This design comes from an exercise in tuning for small area on the open sky130 flow, not from production work. In this exercise RTL edits were held to simulation tests only and were not proved equivalent to the original. The flow treats the clock pin as an ideal source, which a real chip does not have. Power and IR drop assume default switching activity.

// Main
module Main(clk,rst_n,i,o,Yin,Xout,segmentSelect,bitSelect_m);
    input clk,rst_n,i;
    input [3:0]Yin;
    output o;
    output [3:0]Xout;
    output [6:0]segmentSelect;
    output [3:0]bitSelect_m;
    wire tick,ce_kp,upd,exw,ex,rose,REV;
    wire [1:0]num;
    wire [3:0]kn;
    wire [7:0]D;
    TimeBase tb0(clk,rst_n,tick,num,ce_kp,upd,exw);
    assign Xout=~(4'b1000>>num);
    Keys k0(clk,rst_n,ce_kp,upd,num,Yin,rose,kn);
    assign ex=rose&exw;
    Sender s0(clk,rst_n,tick,upd,ex,kn,o);
    Receiver r0(clk,rst_n,tick,i,REV,D);
    Display d0(clk,rst_n,tick,REV,D,num,segmentSelect,bitSelect_m);
endmodule
Settings: LEC_CHECK=0, ABC_AREA=1, CAP_MARGIN=20, CORE_MARGIN=2, CORE_UTILIZATION=60, CTS_BUF_LIST=sky130_fd_sc_hd__clkbuf_4, SLEW_MARGIN=20; clock period 10.0 ns.
standard.sh (not shown) runs the stock make flow with config.mk's settings and CLKGATE_MAP_FILE= SYNTH_SCRIPT=/design/flow/synth_recipe.tcl, a recipe that flattens the netlist after the stock synthesis.
==> flow/flow/run.sh <==
#!/bin/bash
# The standard layout (standard.sh) with these changes to how the layout
# is made:
#  - synthesis is the standard one (standard.sh synth: same script, same
#    passes, same registers) but its ABC step uses flow/abc_area.script, a
#    stronger area recipe, through a copy of ORFS's scripts folder in which
#    only that file differs;
#  - port buffers are buf_1 cells (every input and output still gets one);
#  - clock tree synthesis uses clkbuf_4 and no dummy balancing loads;
#  - clock buffers whose flip-flop clock pins show a slew over 105 ps after
#    clock tree synthesis become clkbuf_8 (flow/clkfix.tcl);
#  - before detailed placement, lightly loaded logic cells (fanout <= 6) are
#    set to their smallest drive strength, and repair_design fixes any slew
#    or capacitance need that leaves (flow/down.tcl).
# Each step's full log is in orfs/logs/; make's output is in synth.log and
# flow.log.
set -euo pipefail
here=$(pwd)
rm -rf "$here/abc_scripts"
cp -r "$FLOW_HOME/scripts" "$here/abc_scripts"
cp "$here/flow/abc_area.script" "$here/abc_scripts/abc_area.script"
SCRIPTS_DIR="$here/abc_scripts" bash standard.sh synth > "$here/synth.log" 2>&1
export BUFFER_PORTS_ARGS="-buffer_cell sky130_fd_sc_hd__buf_1"
export CTS_ARGS="-sink_clustering_enable -repair_clock_nets -buf_list sky130_fd_sc_hd__clkbuf_4 -dont_use_dummy_load"
export PRE_DETAIL_PLACE_TCL="$here/flow/down.tcl"
export POST_CTS_TCL="$here/flow/clkfix.tcl"
bash standard.sh > "$here/flow.log" 2>&1
test -s "$here/out/final.def"
==> flow/flow/abc_area.script <==
strash
&get -n
&st
&deepsyn -T 40
&put
strash
&get -n
&st
&dch -f
&nf -R 1000 -a
&put
strash
dch -f
map -a
mfs2
strash
&get -n
&st
&deepsyn -T 20
&dch -f
&nf -R 1000 -a
&put
topo
dnsize -c
==> flow/flow/clkfix.tcl <==
estimate_parasitics -placement
set up 0
foreach inst [[ord::get_db_block] getInsts] {
  if {[[$inst getMaster] getName] ne "sky130_fd_sc_hd__clkbuf_4"} continue
  set net [[$inst findITerm X] getNet]
  if {$net eq "NULL"} continue
  set worst 0
  foreach it [$net getITerms] {
    if {[$it getInst] eq $inst} continue
    set pin [get_pins [$it getName]]
    foreach e {rise fall} {
      set s [get_property $pin slew_max_$e]
      if {[string is double -strict $s]} {
        set worst [expr {max($worst, [sta::time_ui_sta $s] * 1e12)}]
      }
    }
  }
  if {$worst > 105} {
    replace_cell [$inst getName] sky130_fd_sc_hd__clkbuf_8
    incr up
  }
}
puts "clock buffers upsized: $up"
if {$up} {
  detailed_placement
  check_placement -verbose
}
Other scripts of this flow, unchanged in this note and not shown: flow/flow/down.tcl
Rerun with:
==> flow/flow/run.sh (replaced) <==
#!/bin/bash
# The standard layout (bash standard.sh: the ORFS flow and synthesis,
# unchanged) with three changes to how the layout is made:
#  - port buffers are buf_1 cells (every input and output still gets one);
#  - clock tree synthesis uses clkbuf_4 and no dummy balancing loads;
#  - before detailed placement, lightly loaded logic cells (fanout <= 6) are
#    set to their smallest drive strength, and repair_design fixes any
#    slew or capacitance need that leaves (flow/down.tcl).
# Each step's full log is in orfs/logs/; make's output is in flow.log.
set -euo pipefail
here=$(pwd)
export BUFFER_PORTS_ARGS="-buffer_cell sky130_fd_sc_hd__buf_1"
export CTS_ARGS="-sink_clustering_enable -repair_clock_nets -buf_list sky130_fd_sc_hd__clkbuf_4 -dont_use_dummy_load"
export PRE_DETAIL_PLACE_TCL="$here/flow/down.tcl"
bash standard.sh > "$here/flow.log" 2>&1
test -s "$here/out/final.def"
removed: flow/flow/abc_area.script
removed: flow/flow/clkfix.tcl
Sequential power is about the same.
Routed wire length came out higher by about 2.2%.
Total power came out lower by about 3.6%.
Final cell count came out higher by 22%.
Sequential cell count does not change.
Synthesized cell count came out higher by about 32%.
Sequential share of layout area came out lower by 1.8 points.
Register-to-register slack improved by 0.16 ns.
Via count came out higher by about 13%.
Core utilization came out lower by 1.8 points.

port drivers added, routing unchanged:
How much do the figures lean on ideal ports? The routed layouts below were timed once more, with nothing changed but the port constraints. Step 1 assumes that a clkbuf_16 drives the clock port and a buf_2 every other input. Step 2 also shifts input and output timing later by t, the mid clock arrival at the registers, as if the neighbouring blocks saw the same clock. a / b / c = no drivers / after step 1 / after step 2; a / b = the first two.
run	t (ns)	slack for setup (ns)	clock arrival spread, ns
the first run	0.446	5.059 / 5.020 / 5.466	0.031 / 0.031
the second run	0.526	5.430 / 5.397 / 5.923	0.042 / 0.043
After both steps every run listed still meets setup and hold.
